Source: an optimization exercise on an open RTL-to-GDS flow (aim: small area). Production flows keep margins and buffers that such runs may drop. Only simulation tests tie the RTL to the original design; equivalence was not proved.

===== design/flow/design.v =====
module qoi_encoder(
	input wire[7:0] r,
	input wire[7:0] g,
	input wire[7:0] b,
	input wire[7:0] a,
	input wire finish,
	input wire clk,
	input wire rst,
	output wire[39:0] chunk,
	output wire[2:0] chunk_len
);
reg[7:0] pr, pg, pb, pa;
reg[7:0] ppa;
reg[7:0] c0, c1;
reg[2:0] clen;
reg rep;       
reg[5:0] runm1;  
reg pre_run;   
reg pre_pend;  
reg ph;
reg[25:0] st[0:63];
reg[63:0] valid;
wire[5:0] h = r[5:0] * 6'd3 + g[5:0] * 6'd5 + b[5:0] * 6'd7 + a[5:0] * 6'd11;
wire[25:0] px26 = {r, g, b, a[7:6]};
wire[25:0] wd = px26 ^ {26{ph}};
wire[63:0] we = 64'd1 << h;
wire[25:0] rd = st[h];
wire match = valid[h] ? (rd == wd) : (h == 6'd0 && px26 == 26'd0);
wire[25:0] st_d[0:63];
genvar e, i;
generate for (e = 0; e < 64; e = e + 1) begin : ent
	wire nwe = ~we[e];
	for (i = 0; i < 26; i = i + 1) begin : bt
		qoi_encoder_cell c(.s(st[e][i]), .we(we[e]), .nwe(nwe), .d(wd[i]), .y(st_d[e][i]));
	end
	always @(posedge clk)
		st[e] <= st_d[e];
end endgenerate
wire is_rep = {pr, pg, pb, pa} == {r, g, b, a};
wire[7:0] vr = r - pr;
wire[7:0] vg = g - pg;
wire[7:0] vb = b - pb;
wire[7:0] vg_r = vr - vg;
wire[7:0] vg_b = vb - vg;
wire[7:0] vr_p2 = vr + 8'd2;
wire[7:0] vg_p2 = vg + 8'd2;
wire[7:0] vb_p2 = vb + 8'd2;
wire[7:0] vg_p32 = vg + 8'd32;
wire[7:0] vg_r_p8 = vg_r + 8'd8;
wire[7:0] vg_b_p8 = vg_b + 8'd8;
wire is_diff = vr_p2[7:2] == 0 && vg_p2[7:2] == 0 && vb_p2[7:2] == 0;
wire is_luma = vg_p32[7:6] == 0 && vg_r_p8[7:4] == 0 && vg_b_p8[7:4] == 0;
wire k = pre_run | pre_pend;
wire[7:0] pfx = pre_pend ? ppa : {2'b11, runm1};
assign chunk[7:0]   = k ? pfx : c0;
assign chunk[15:8]  = k ? c0 : c1;
assign chunk[23:16] = k ? c1 : pg;
assign chunk[31:24] = k ? pg : pb;
assign chunk[39:32] = k ? pb : pa;
assign chunk_len = (k && clen == 3'd5) ? 3'd5 : clen + {2'b00, k};
wire ovf = k && clen == 3'd5;
always @(posedge clk) begin
	ph <= ~ph;
	ppa <= pa;
	pr <= r;
	pg <= g;
	pb <= b;
	pa <= a;
	pre_pend <= ovf;
	c1 <= r;
	if (finish) begin
		clen <= 0;
		rep <= 0;
		pre_run <= rep;
	end else if (is_rep) begin
		clen <= 0;
		if (rep) begin
			runm1 <= runm1 + 6'd1;
			pre_run <= runm1 == 6'd60;
			rep <= runm1 != 6'd60;
		end else begin
			runm1 <= 0;
			pre_run <= 0;
			rep <= 1;
		end
	end else begin
		pre_run <= rep;
		rep <= 0;
		if (match) begin
			c0 <= {2'b00, h};
			clen <= 1;
		end else if (pa != a) begin
			c0 <= 8'hff;
			clen <= 5;
		end else if (is_diff) begin
			c0 <= {2'b01, vr_p2[1:0], vg_p2[1:0], vb_p2[1:0]};
			clen <= 1;
		end else if (is_luma) begin
			c0 <= {2'b10, vg_p32[5:0]};
			c1 <= {vg_r_p8[3:0], vg_b_p8[3:0]};
			clen <= 2;
		end else begin
			c0 <= 8'hfe;
			clen <= 4;
		end
	end
	if (rst) begin
		pr <= 0;
		pg <= 0;
		pb <= 0;
		pa <= 255;
		clen <= 0;
		rep <= 0;
		pre_run <= 0;
		pre_pend <= 0;
		valid <= 0;
	end else begin
		valid[h] <= 1'b1;
	end
end
endmodule
module qoi_encoder_cell(input wire s, input wire we, input wire nwe, input wire d, output wire y);
assign y = ~((s | we) & (nwe | d));
endmodule

===== design/flow/run.sh =====
#!/bin/bash
# synth_recipe.tcl (not shown) runs the flow's synth.tcl, then flattens the netlist and writes it again
# the make line also repeats each setting of config.mk as NAME=value (left out here)
make -C /OpenROAD-flow-scripts/flow DESIGN_CONFIG=/design/flow/config.mk WORK_HOME=/design/flow/orfs CLKGATE_MAP_FILE= SYNTH_SCRIPT=/design/flow/synth_recipe.tcl finish

===== design/flow/config.mk =====
export PLATFORM = sky130hd
export DESIGN_NAME = qoi_encoder
export DESIGN_NICKNAME = qoi_encoder
export VERILOG_FILES = /design/flow/design.v
export SDC_FILE = /design/flow/constraint.sdc
export NUM_CORES = 4
export LEC_CHECK = 0
export CAP_MARGIN = 20
export CORE_MARGIN = 2
export CORE_UTILIZATION = 40
export SLEW_MARGIN = 20
export SYNTH_HIERARCHICAL = 1

===== design/flow/constraint.sdc =====
create_clock -name core_clock -period 10.0 [get_ports {clk}]
set_input_delay 2.0000 -clock core_clock [delete_from_list [all_inputs] [get_ports {clk}]]
set_output_delay 2.0000 -clock core_clock [all_outputs]
set_load 0.01 [all_outputs]

==> impl_results.md <==
- Num CTS Buffers: 190
- Slew @ Worst Pin: 1.33 ns
- Setup bufs post-CTS: 0
- Fill cells: 15.2k
- R2R cell count: 23
- Multi-input gate area: 0.0292 sq mm
- Non-Filler Instances: 9760
- Critical path class: in -> reg
- Routed WL: 404 mm
- Max_slew headroom: 8.91%
- Die footprint: 0.170 sq mm
- Crit Path Max Fanout: 21
- ANT nets after route: 0
- Post-synth EDFFs: 14
- Synthesized Nets: 6627
- H-tree Lvls: 4
- Min-delay worst type: reg -> reg
- Outcome: finished with violations
- Fin crit period: 10.12 ns
- CTS tree: yes
- Clock Sinks: 1797
- Residual DRC: 0
- Port bufs: 77
- Crit-path slowest cell: fa_4
- Pre-CTS setup slack: -1.17 ns
- Vias in the first global route: 65.3k
- Period Utilization, post-route: 101%
- Ys flop type: dfxtp_1
- Grt met3 use: 16.5%
- Syn_area_per_cell: 10.3 sq um
- SO Viols: negative setup slack
- Clock transition at the registers of the reported paths: 0.06 ns
- Final Worst Setup Slack: -0.124 ns
- Fin area: 0.0847 sq mm
- Fin Setup TNS: -0.831 ns
- Root buffer cell: clkbuf_16
- Hold Buf Count CTS: 0
- Post-synthesis async set-or-reset flop share: 0%
- Wirelength per Cell: 41.4 microns
- Initial antenna violation count: 26
- # Max-Cap Violations: 0
- RSZ-0062 raised after global routing: no
- Achievable Freq: 0.0988 GHz
- Family with the most delay on the worst path: adder cells
- First-pass GRT wire length: 543 mm
- Count of pins over their slew limit: 0
- Reg area: 0.0361 sq mm
- FP Rows: 149
- Post-synthesis cell area: 0.0666 sq mm
- CP required: 10.76 ns
- Die X-Extent: 412 microns
- Drt pass-1 iters: 8
- Fin. Hold Viols: 0
- Seq/Total Area, Yosys: 54.3%
- Cells on Worst Hold Path: 0
- Nets: 7557
- Synthesis-stage register bit count: 1797
- Layout cells sized above 1: 19.4%
- Placeable Area: 0.165 sq mm
- Syn. warnings: 9
- Grt met1 use: 57.5%
- Top Ports: 78
- Global route hottest layer: met2
- Initial Util: 40.3%
- Hold WS: 0.415 ns
- Die Ht: 412 microns
- CP max stage delay: 0.67 ns
- Max clock buf depth: 3
- GR Layer Usage met2: 63.5%
- Synth top area share: 53.6%
- Dpl hpwl: 271 mm
- CP Capture Type: flip-flop
- Via density: 7.32
- Total grt overflow: 0
- Initial DRC Count: 12.2k
- Vias: 71.4k
- WP depth: 27
- Post-synth top area cell: dfxtp_1
- Syn Inst Count: 6480
- Synth cell types: 89
- Ranking of synthesized cells by area: dfxtp_1 54%, o22ai_1 16%, a22oi_1 3.1%
- Synth-to-Final Area Change: 27.3%
- Overall routing resource usage: 45.9%
- Buf/Inv on CP: 9
- Final clock skew: 0.0449 ns
- Post-DP Area: 0.0782 sq mm
- GPL Wtd Cong: 1.05
- Crit path DAT: 10.88 ns
- Clk Latency, worst-skew pair: 0.89 ns
- # setup viols final: 8
- Startpoint types: primary input
- Dpl cells: 9407
- Largest net degree at the start of global routing: 98
cell families (layout without fill, tap and decap cells):
logic type               after synthesis  count (layout)  synth area share, %
flip-flops                          1797            1797                 54.3
other                                  0               8                    0
multiplexers                         150             150                 2.80
adder cells (fa/ha/maj)              112             112                 2.42
AND/OR/NAND/NOR                      898             898                 6.55
buffers and inverters                485            1568                 2.90
AO/OA/AOI/OAI                       2922            2922                 29.5
XOR/XNOR                             116             116                 1.60
modules after synthesis, one instance, submodules excluded:
| module | area [sq um] | flops+latches | cells inside |
|---|---|---|---|
| qoi_encoder_cell | 6.26 | 0 | 1 |
| qoi_encoder | 56200 | 1797 | 4816 |
flip-flops by register name, summed over array words and instances (netlist names), 6 cells and up:
register,flops
st,1664
valid,64
c0,8
c1,8
pa,8
pb,8
pg,8
ppa,8
pr,8
runm1,6
cells in the mapped netlist (28+ instances only):
cell and n:
a221o_1 32, nor2b_1 32, dfxtp_1 1783, a221oi_1 135, mux2_2 45, xor2_1 54
and3_1 31, nand2_1 274, o21ai_0 131, nor4_1 30, fa_1 28, ha_1 84
inv_1 172, nand4_1 30, buf_1 55, o22ai_1 1702, nand3_1 111, nor2_1 214
a31oi_1 36, a22o_1 91, clkbuf_1 184, mux2i_1 78, a21oi_1 221, buf_2 65
a211oi_1 28, xnor2_1 58, a222oi_1 59, a22oi_1 279, nor3_1 46
worst paths after layout:
| kind | startpoint | to | slack [ns] |
|---|---|---|---|
| worst max register to register | pb[1] | c1[1] | 3.97 |
| worst min-delay path | pa[7] | ppa[7] | 0.41 |
| worst min register to register | pa[7] | ppa[7] | 0.41 |
| worst max-delay path | b[1] | c1[2] | -0.12 |
per-layer routing:
metal	wire (microns)	vias to the layer above
met5	169	-
met4	40500	24
met3	58200	1899
met2	159000	6284
met1	146000	35300
li1	-	27900
cell usage in the layout, fill, tap and decap left out, types with 35 or more instances in the layout:
cell	instances
buf_4	849
nand2_1	274
clkinv_2	39
mux2i_1	78
a22o_1	91
inv_1	161
o22ai_1	1702
clkbuf_8	48
ha_1	79
a22oi_1	279
xor2_1	35
nand3_1	111
nor2_1	205
a31oi_1	36
xnor2_1	56
nor3_1	40
dfxtp_1	1782
a21oi_1	220
clkbuf_16	190
mux2_2	45
buf_12	121
a222oi_1	59
a221oi_1	134
clkdlybuf4s50_1	76
o21ai_0	130
stage by stage:
step | utilization (%)
2_1_floorplan | -
3_3_place_gp | 47.3
3_5_place_dp | 47.3
4_1_cts | 51.2
5_1_grt | 51.3
6_report | 51.3
repair_timing:
action / CTS / global route
hold endpoints to repair: 0 / 0
gates resized for setup: 4 / 9
setup endpoints to repair: 8 / 18
area by class of cell:
| cell class | instances | share of cell area (%) |
|---|---|---|
| timing repair buffer | 1048 | 11.3 |
| inverter | 175 | 0.775 |
| clock inverter | 73 | 1.08 |
| antenna | 8 | 0.0236 |
| clock buffer | 272 | 6.54 |
| sequential | 1797 | 42.6 |
| multi-input combinational | 4198 | 34.4 |
| tap | 2189 | 3.23 |

port drivers added, routing unchanged:
No port has a modelled driver above. Below, the same layout with a new extraction and two added sets of constraints. Step 1 assumes that a clkbuf_16 drives the clock port and a buf_2 every other input. Step 2 adds t to the input delays and takes it off the output delays; t is the mean of the earliest and latest rising clock arrival at the registers after step 1. Input paths then give back, and output paths get back, about the clock's delay inside the block. a / b / c = no drivers / after step 1 / after step 2; a / b = the first two.
t, ns: 0.963
slack for setup (ns): -0.124 / -0.053 / -1.016
hold WS [ns]: 0.415 / 0.415 / 0.415
For this run, drivers alone change the setup slack by +0.071 ns; drivers and shift together by -0.892 ns.
